Context: an optimization exercise on an open-source flow, tuned for small area. The choices shown serve that exercise and are no tape-out recipe.
In this exercise RTL edits were held to simulation tests only and were not proved equivalent to the original.
Power figures rest on the tool's default switching activity, not on a simulated workload.

==> run M <==
==> flow/design.v <==
module uart (
	input            i_clk,
	input            i_rst_n,
	input            i_we,
	input      [7:0] i_address,
	input      [7:0] i_data,
	input            i_rx,
	input            i_xcki,
	input            i_ddr_xck,
	output           o_xcko,
	output reg       o_tx,
	output reg [7:0] o_data
);
wire sel0 = (i_address == 8'd0);
wire sel1 = (i_address == 8'd1);
wire sel2 = (i_address == 8'd2);
wire sel3 = (i_address == 8'd3);
wire sel4 = (i_address == 8'd4);
wire mcu_read = sel4 & ~i_we;
reg  [1:0] ucsra_l;    
reg  [7:2] ucsra_h;    
reg  [7:2] ucsrb_h;    
reg        txb8;
reg  [6:0] ucsrc;      
reg  [3:0] ubrrh;
reg  [7:0] ubrrl;
reg        rd_ucsrc;   
reg  [7:0] udr_tx;     
reg        tx_pend;
wire       u2x   = ucsra_l[1];
wire       mpcm  = ucsra_l[0];
wire       rxen  = ucsrb_h[4];
wire       txen  = ucsrb_h[3];
wire [2:0] ucsz  = {ucsrb_h[2], ucsrc[2:1]};
wire       umsel = ucsrc[6];
wire [1:0] upm   = ucsrc[5:4];
wire       usbs  = ucsrc[3];
wire       ucpol = ucsrc[0];
reg  [7:0] udr_rx;
reg        rxb8;
reg        udr_valid;
reg        pe_flag, fe_flag, dor_flag;
reg  [2:0] ts;
localparam T_IDLE = 3'b000, T_START = 3'b001, T_STOP = 3'b010, T_PAR = 3'b011;
wire t_idle  = (ts == T_IDLE);
wire t_start = (ts == T_START);
wire t_par   = (ts == T_PAR);
wire t_send  = ts[2];
wire udr_empty = ts[2] & ~ts[0];
always @(*) begin
	o_data = 8'h00;
	case (1'b1)
		sel0: o_data = {ucsra_h, ucsra_l};
		sel1: o_data = {ucsrb_h, rxb8, txb8};
		sel2: o_data = rd_ucsrc ? {1'b1, ucsrc} : {4'b0000, ubrrh};
		sel3: o_data = ubrrl;
		sel4: o_data = udr_rx;
	endcase
end
always @(posedge i_clk or negedge i_rst_n) begin
	if (~i_rst_n) begin
		ucsra_l <= 2'b00;
		ucsra_h <= 6'b001000;
	end else if (sel0 & i_we) begin
		ucsra_l <= i_data[1:0];
	end else begin
		ucsra_h <= {udr_valid, t_idle, ~tx_pend & ~udr_empty, fe_flag, dor_flag, pe_flag};
	end
end
always @(posedge i_clk or negedge i_rst_n) begin
	if (~i_rst_n) begin
		ucsrb_h <= 6'b0;
		txb8    <= 1'b0;
	end else if (sel1 & i_we) begin
		ucsrb_h <= i_data[7:2];
		txb8    <= i_data[0];
	end
end
always @(posedge i_clk or negedge i_rst_n) begin
	if (~i_rst_n) begin
		ucsrc <= 7'b0000110;
		ubrrh <= 4'b0;
	end else if (sel2 & i_we) begin
		if (i_data[7]) ucsrc <= i_data[6:0];
		else           ubrrh <= i_data[3:0];
	end
end
always @(posedge i_clk or negedge i_rst_n) begin
	if (~i_rst_n)          rd_ucsrc <= 1'b0;
	else if (sel2 & ~i_we) rd_ucsrc <= ~rd_ucsrc;
end
always @(posedge i_clk or negedge i_rst_n) begin
	if (~i_rst_n)         ubrrl <= 8'b0;
	else if (sel3 & i_we) ubrrl <= i_data;
end
always @(posedge i_clk) begin
	if (sel4 & i_we) udr_tx <= i_data;
end
always @(posedge i_clk or negedge i_rst_n) begin
	if (~i_rst_n)         tx_pend <= 1'b0;
	else if (sel4 & i_we) tx_pend <= 1'b1;
	else if (udr_empty)   tx_pend <= 1'b0;
end
reg  [11:0] dc;
reg  [3:0]  div;        
reg  [2:0]  xs;         
reg         txclk_prev, rxclk_prev;
wire bz = (dc == 12'd0);
always @(posedge i_clk or negedge i_rst_n) begin
	if (~i_rst_n)       dc <= 12'd0;
	else if (sel3 | bz) dc <= {ubrrh, ubrrl};
	else                dc <= dc - 12'd1;
end
always @(posedge i_clk or negedge i_rst_n) begin
	if (~i_rst_n) div <= 4'd0;
	else if (bz)  div <= div - 4'd1;
end
always @(posedge i_clk or negedge i_rst_n) begin
	if (~i_rst_n) xs <= 3'b0;
	else          xs <= {xs[1:0], i_xcki};
end
wire xedge   = ucpol ? (xs[1] & ~xs[2]) : (~xs[1] & xs[2]);
wire syncclk = i_ddr_xck ? div[0] : xedge;
wire txclk   = umsel ? syncclk : (u2x ? div[2] : div[3]);
always @(posedge i_clk or negedge i_rst_n) begin
	if (~i_rst_n) begin
		txclk_prev <= 1'b0;
		rxclk_prev <= 1'b0;
	end else begin
		txclk_prev <= txclk;
		rxclk_prev <= syncclk;
	end
end
wire txtick = txclk & ~txclk_prev & (txen | ~t_idle);
wire rxtick = rxen & (umsel ? (syncclk & ~rxclk_prev) : bz);
assign o_xcko = div[0];
reg [3:0] nbits;
always @(*) begin
	case (ucsz)
		3'b000:  nbits = 4'd5;
		3'b001:  nbits = 4'd6;
		3'b010:  nbits = 4'd7;
		3'b011:  nbits = 4'd8;
		3'b111:  nbits = 4'd9;
		default: nbits = 4'd0;
	endcase
end
wire ucsz_rsvd = ucsz[2] & ~(ucsz[1] & ucsz[0]);
reg  [8:0] tsr;         
reg  [3:0] tcnt;        
reg        tpar;        
wire tlast = (tcnt == 4'd1);
always @(posedge i_clk or negedge i_rst_n) begin
	if (~i_rst_n) begin
		ts   <= T_IDLE;
		o_tx <= 1'b1;
	end else if (txtick) begin
		o_tx <= t_par ? tpar : t_start ? 1'b0 : t_send ? tsr[0] : 1'b1;
		case (ts)
			T_IDLE:  ts <= tx_pend ? T_START : T_IDLE;
			T_START: ts <= {1'b1, ucsz_rsvd, 1'b0};
			T_PAR:   ts <= usbs ? T_STOP : T_IDLE;
			T_STOP:  ts <= T_IDLE;
			default: ts <= ~tlast ? {1'b1, ts[1], 1'b1} :
			               upm[1] ? T_PAR : usbs ? T_STOP : T_IDLE;
		endcase
	end
end
always @(posedge i_clk) begin
	if (txtick) begin
		if (t_start) tsr <= {txb8, udr_tx};
		else         tsr <= {1'b0, tsr[8:1]};
		if (t_send)  tcnt <= tcnt - 4'd1;
		else         tcnt <= nbits;
		if (t_start)                tpar <= upm[0];
		else if (t_send & ~ts[1])   tpar <= tpar ^ tsr[0];
	end
end
reg        rin;         
reg  [3:0] sc;          
reg  [2:0] vote;
reg  [8:0] rsr;         
reg  [3:0] bc;          
reg        perr, ferr, dor;
reg  [2:0] rs;
reg        rc;          
localparam R_IDLE = 3'd0, R_START = 3'd1, R_DATA = 3'd2, R_STOP = 3'd3,
           R_PAR0 = 3'd4, R_PAR1 = 3'd5;
wire r_idle  = (rs == R_IDLE);
wire r_start = (rs == R_START);
wire r_data  = (rs == R_DATA);
wire r_stop  = (rs == R_STOP);
wire r_par1  = (rs == R_PAR1);
wire hl    = rin & ~i_rx;
wire rr    = umsel ? (sc == 4'd0) : (u2x ? (sc == 4'd6) : (sc == 4'd10));
wire rbit  = umsel ? rin : ((vote[0] & vote[1]) | (vote[0] & vote[2]) | (vote[1] & vote[2]));
wire startbit = rr & ~rbit & r_start;
wire fend  = (bc == 4'd0) | (umsel & (bc == 4'd1));
wire swe   = rr & r_data & (bc != 4'd0);
wire stopbit = r_stop & rr;
reg rpar;
always @(*) begin
	case (ucsz)
		3'b000:  rpar = ^rsr[4:0];
		3'b001:  rpar = ^rsr[5:0];
		3'b010:  rpar = ^rsr[6:0];
		3'b011:  rpar = ^rsr[7:0];
		3'b111:  rpar = ^rsr[8:0];
		default: rpar = 1'b0;
	endcase
end
reg [8:0] rdat;
integer i;
always @(*) begin
	rdat = 9'b0;
	case (ucsz)
		3'b000: for (i = 0; i < 5; i = i + 1) rdat[i] = rsr[4-i];
		3'b001: for (i = 0; i < 6; i = i + 1) rdat[i] = rsr[5-i];
		3'b010: for (i = 0; i < 7; i = i + 1) rdat[i] = rsr[6-i];
		3'b011: for (i = 0; i < 8; i = i + 1) rdat[i] = rsr[7-i];
		3'b111: for (i = 0; i < 9; i = i + 1) rdat[i] = rsr[8-i];
		default: ;
	endcase
end
wire rb_valid;
always @(posedge i_clk or negedge i_rst_n) begin
	if (~i_rst_n) begin
		rin  <= 1'b1;
		sc   <= 4'd0;
		vote <= 3'b0;
		rsr  <= 9'b0;
		perr <= 1'b0;
		ferr <= 1'b0;
		dor  <= 1'b0;
		rs   <= R_IDLE;
		rc   <= 1'b0;
	end else if (rxtick) begin
		rin <= i_rx;
		if (~r_idle) begin
			if (stopbit | (u2x & (sc == 4'd7)) | umsel) sc <= 4'd0;
			else                                        sc <= sc + 4'd1;
		end
		if (~u2x) begin
			if (sc == 4'd7) vote[0] <= rin;
			if (sc == 4'd8) vote[1] <= rin;
			if (sc == 4'd9) vote[2] <= rin;
		end else begin
			if (sc == 4'd3) vote[0] <= rin;
			if (sc == 4'd4) vote[1] <= rin;
			if (sc == 4'd5) vote[2] <= rin;
		end
		if (swe) rsr <= {rsr[7:0], rbit};
		if (r_par1) perr <= (rpar ^ upm[0]) ^ rbit;
		if (stopbit) ferr <= ~rbit;
		if (startbit)       dor <= rb_valid & udr_valid;
		else if (~rb_valid) dor <= 1'b0;
		case (rs)
			R_IDLE: begin
				if (hl) begin rs <= R_START; rc <= 1'b0; end
			end
			R_START: begin
				if (startbit)  begin rs <= R_DATA; rc <= 1'b0; end
				else if (rr)   begin rs <= R_IDLE; rc <= 1'b1; end
				else           begin rs <= R_START; rc <= 1'b0; end
			end
			R_DATA: begin
				if (fend) begin
					if (upm[1]) begin rs <= rr ? R_PAR1 : R_PAR0; rc <= 1'b0; end
					else        begin rs <= R_STOP; rc <= rr; end
				end else begin
					rc <= 1'b0;
				end
			end
			R_PAR0: begin
				rs <= rr ? R_PAR1 : R_PAR0; rc <= 1'b0;
			end
			R_PAR1: begin
				rs <= R_STOP; rc <= rr;
			end
			R_STOP: begin
				if (rr) begin rs <= hl ? R_START : R_IDLE; rc <= 1'b1; end
				else    begin rc <= 1'b0; end
			end
			default: begin rs <= R_IDLE; rc <= 1'b1; end
		endcase
	end
end
always @(posedge i_clk) begin
	if (rxtick) begin
		if (r_start)  bc <= nbits;
		else if (swe) bc <= bc - 4'd1;
	end
end
wire srv = rc & (~mpcm | rsr[0]);
reg  [8:0] rb;
reg        fe0, pe0, srd, rbv;
assign rb_valid = rbv;
always @(posedge i_clk or negedge i_rst_n) begin
	if (~i_rst_n) begin
		rb  <= 9'b0;
		fe0 <= 1'b0;
		pe0 <= 1'b0;
		srd <= 1'b0;
	end else begin
		if (~rbv & srv | mcu_read) begin
			rb  <= rdat;
			srd <= 1'b1;
			fe0 <= ferr;
			pe0 <= perr;
		end
		if (~srv) srd <= 1'b0;
	end
end
always @(posedge i_clk or negedge i_rst_n) begin
	if (~i_rst_n) rbv <= 1'b0;
	else begin
		if (mcu_read | ~rbv | ~udr_valid) rbv <= srv;
		if (srv & srd) rbv <= 1'b0;
	end
end
always @(posedge i_clk or negedge i_rst_n) begin
	if (~i_rst_n) begin
		udr_rx    <= 8'b0;
		rxb8      <= 1'b0;
		pe_flag   <= 1'b0;
		fe_flag   <= 1'b0;
		dor_flag  <= 1'b0;
		udr_valid <= 1'b0;
	end else if (mcu_read | ~udr_valid) begin
		udr_rx    <= rb[7:0];
		rxb8      <= rb[8];
		pe_flag   <= pe0;
		fe_flag   <= fe0;
		dor_flag  <= dor;
		udr_valid <= rbv;
	end
end
endmodule
==> flow/flow/run.sh <==
#!/bin/bash
# Own layout flow: the standard ORFS flow, with port buffers of the
# smallest buffer cell and a clock tree without dummy loads.
set -euo pipefail
CTS="-sink_clustering_enable -repair_clock_nets -dont_use_dummy_load -buf_list sky130_fd_sc_hd__clkbuf_4 -sink_clustering_size 20"
bash standard.sh \
  "BUFFER_PORTS_ARGS=-buffer_cell sky130_fd_sc_hd__buf_1" \
  "CTS_ARGS=$CTS" \
  finish > standard_flow.log 2>&1
==> flow/standard.sh <==
#!/bin/bash
# synth_recipe.tcl (not shown) runs the flow's synth.tcl, then flattens the netlist and writes it again
# the make line also repeats each setting of config.mk as NAME=value (left out here)
make -C /OpenROAD-flow-scripts/flow DESIGN_CONFIG=/design/flow/config.mk WORK_HOME=/design/flow/orfs CLKGATE_MAP_FILE= SYNTH_SCRIPT=/design/flow/synth_recipe.tcl "${@:-finish}"
==> flow/config.mk <==
export PLATFORM = sky130hd
export DESIGN_NAME = uart
export DESIGN_NICKNAME = uart
export VERILOG_FILES = /design/flow/design.v
export SDC_FILE = /design/flow/constraint.sdc
export NUM_CORES = 4
export LEC_CHECK = 0
export ABC_AREA = 1
export CAP_MARGIN = 20
export CORE_MARGIN = 2
export CORE_UTILIZATION = 65
export PLACE_DENSITY = 0.75
export SLEW_MARGIN = 20
==> flow/constraint.sdc <==
create_clock -name core_clock -period 10.0 [get_ports {i_clk}]
set_input_delay 2.0000 -clock core_clock [delete_from_list [all_inputs] [get_ports {i_clk}]]
set_output_delay 2.0000 -clock core_clock [all_outputs]
set_load 0.01 [all_outputs]
==> run E: changes against run M <==
--- a/flow/design.v
+++ b/flow/design.v
@@ -122,14 +122,9 @@
 wire xedge   = ucpol ? (xs[1] & ~xs[2]) : (~xs[1] & xs[2]);
 wire syncclk = i_ddr_xck ? div[0] : xedge;
 wire txclk   = umsel ? syncclk : (u2x ? div[2] : div[3]);
-always @(posedge i_clk or negedge i_rst_n) begin
-	if (~i_rst_n) begin
-		txclk_prev <= 1'b0;
-		rxclk_prev <= 1'b0;
-	end else begin
-		txclk_prev <= txclk;
-		rxclk_prev <= syncclk;
-	end
+always @(posedge i_clk) begin
+	txclk_prev <= txclk;
+	rxclk_prev <= syncclk;
 end
 wire txtick = txclk & ~txclk_prev & (txen | ~t_idle);
 wire rxtick = rxen & (umsel ? (syncclk & ~rxclk_prev) : bz);
==> flow/flow/run.sh (replaced) <==
#!/bin/bash
# Own layout flow: the standard ORFS flow (standard.sh) with three changes:
#  - synthesis maps the logic with an area-only ABC script (flow/abc_min_area.script);
#    everything else in synthesis, including the registers and their names, is unchanged
#  - synthesis does not map adders to half/full-adder cells (ADDER_MAP_FILE empty)
#  - port buffers use the smallest buffer cell
#  - the clock tree is built without dummy loads
# Each tool's output goes to standard_flow.log (make) and the ORFS logs under orfs/logs.
set -euo pipefail
W=$(pwd)
ABC_SCRIPT="$W/flow/abc_min_area.script"
{
  echo 'proc abc {args} {'
  echo '  set i [lsearch -exact $args -script]'
  echo "  if {\$i >= 0} { lset args [expr {\$i + 1}] $ABC_SCRIPT }"
  echo '  yosys abc {*}$args'
  echo '}'
  cat "$W/synth_recipe.tcl"
} > "$W/own_synth.tcl"
CTS="-sink_clustering_enable -repair_clock_nets -dont_use_dummy_load -buf_list sky130_fd_sc_hd__clkbuf_4 -sink_clustering_size 10"
bash standard.sh \
  "SYNTH_SCRIPT=$W/own_synth.tcl" \
  "ADDER_MAP_FILE=" \
  "BUFFER_PORTS_ARGS=-buffer_cell sky130_fd_sc_hd__buf_1" \
  "CTS_ARGS=$CTS" \
  finish > standard_flow.log 2>&1
==> flow/flow/abc_min_area.script (new file) <==
strash; &get -n; &deepsyn -T 30; &put; dch; amap -F 5 -A 5 -m; topo
--- a/flow/config.mk
+++ b/flow/config.mk
@@ -8,6 +8,6 @@
 export ABC_AREA = 1
 export CAP_MARGIN = 20
 export CORE_MARGIN = 2
-export CORE_UTILIZATION = 65
-export PLACE_DENSITY = 0.75
+export CORE_UTILIZATION = 55
+export PLACE_DENSITY = 0.7
 export SLEW_MARGIN = 20
==> run G: changes against run M <==
--- a/flow/design.v
+++ b/flow/design.v
@@ -122,14 +122,9 @@
 wire xedge   = ucpol ? (xs[1] & ~xs[2]) : (~xs[1] & xs[2]);
 wire syncclk = i_ddr_xck ? div[0] : xedge;
 wire txclk   = umsel ? syncclk : (u2x ? div[2] : div[3]);
-always @(posedge i_clk or negedge i_rst_n) begin
-	if (~i_rst_n) begin
-		txclk_prev <= 1'b0;
-		rxclk_prev <= 1'b0;
-	end else begin
-		txclk_prev <= txclk;
-		rxclk_prev <= syncclk;
-	end
+always @(posedge i_clk) begin
+	txclk_prev <= txclk;
+	rxclk_prev <= syncclk;
 end
 wire txtick = txclk & ~txclk_prev & (txen | ~t_idle);
 wire rxtick = rxen & (umsel ? (syncclk & ~rxclk_prev) : bz);
==> flow/flow/run.sh (replaced) <==
#!/bin/bash
# Own layout flow: the standard ORFS flow (standard.sh) with three changes:
#  - synthesis maps the logic with an area-only ABC script (flow/abc_min_area.script);
#    everything else in synthesis, including the registers and their names, is unchanged
#  - synthesis does not map adders to half/full-adder cells (ADDER_MAP_FILE empty)
#  - port buffers use the smallest buffer cell
#  - the clock tree is built without dummy loads
# Each tool's output goes to standard_flow.log (make) and the ORFS logs under orfs/logs.
set -euo pipefail
W=$(pwd)
ABC_SCRIPT="$W/flow/abc_min_area.script"
{
  echo 'proc abc {args} {'
  echo '  set i [lsearch -exact $args -script]'
  echo "  if {\$i >= 0} { lset args [expr {\$i + 1}] $ABC_SCRIPT }"
  echo '  yosys abc {*}$args'
  echo '}'
  cat "$W/synth_recipe.tcl"
} > "$W/own_synth.tcl"
CTS="-sink_clustering_enable -repair_clock_nets -dont_use_dummy_load -buf_list sky130_fd_sc_hd__clkbuf_8 -sink_clustering_size 20"
bash standard.sh \
  "SYNTH_SCRIPT=$W/own_synth.tcl" \
  "ADDER_MAP_FILE=" \
  "BUFFER_PORTS_ARGS=-buffer_cell sky130_fd_sc_hd__buf_1" \
  "CTS_ARGS=$CTS" \
  finish > standard_flow.log 2>&1
==> flow/flow/abc_min_area.script (new file) <==
strash; &get -n; &deepsyn -T 30; &put; dch; amap -F 5 -A 5 -m; topo
--- a/flow/config.mk
+++ b/flow/config.mk
@@ -8,6 +8,6 @@
 export ABC_AREA = 1
 export CAP_MARGIN = 20
 export CORE_MARGIN = 2
-export CORE_UTILIZATION = 65
-export PLACE_DENSITY = 0.75
+export CORE_UTILIZATION = 40
+export PLACE_DENSITY = 0.6
 export SLEW_MARGIN = 20
==> flow_summary_export.csv <==
group,metric,value,unit
power,p_leak,2.524,nW
power,switchingPower,494.1,uW
cts,clock_latency,0.54,ns
power,seq_power_share,55.3,%
placed_design,place_hpwl,10.52,mm
finish,layout.nonclk_buf_share,2.202,%
finish,clock_cell_area_share,1.970,%
outcome,status,"finished clean",
[end of results for run E]
==> flow_summary_export.csv <==
group,metric,value,unit
outcome,status,"finished clean",
power,clkPwrFrac,21.8,%
power,switchingPower,522.4,uW
finish,final.signal_inverter_count,103,
finish,clockBufferCount,17,
hold_path,min_path_cells,0,
finish,clock_cell_area_share,3.518,%
hold_path,worstHoldPathType,"flop to flop",
power,p_leak,2.576,nW
placed_design,place_hpwl,11.09,mm
cts,clock_latency,0.45,ns
yosys,syn_inst,634,
power,seq_power_share,51.7,%
grt,grtUsageMet2,30.46,%
[end of results for run G]
==> flow_summary_export.csv <==
group,metric,value,unit
placed_design,place_hpwl,12.14,mm
finish,layout.nonclk_buf_share,1.847,%
outcome,status,"finished clean",
power,seq_power_share,58.7,%
power,p_leak,3.291,nW
sta,worst_slack,4.438,ns
finish,clock_cell_area_share,1.744,%
[end of results for run M]

## separate check: timing with driven ports
Ports are ideal in the flow. The routed layouts listed here were re-timed in OpenROAD.
Step 1 assumes that a clkbuf_16 drives the clock port and a buf_2 every other input.
Step 2 also shifts input and output timing later by t, the mid clock arrival at the registers, as if the neighbouring blocks saw the same clock.
Slacks: ideal ports / drivers / drivers and shift; pairs: ideal ports / drivers.
run | t (ns) | setup WS [ns] | clock arrival spread, ns | slew at the worst register clock pin (ns)
run M | 0.565 | 4.438 / 4.419 / 4.419 | 0.039 / 0.040 | 0.12 / 0.12
run E | 0.561 | 4.072 / 4.053 / 4.053 | 0.044 / 0.043 | 0.12 / 0.12
run G | 0.476 | 4.094 / 4.073 / 4.073 | 0.013 / 0.013 | 0.07 / 0.07
After both steps every run listed still meets setup and hold. The setup slack of run G, which loses most, moves by -0.021 ns with the drivers and by -0.021 ns with both steps.
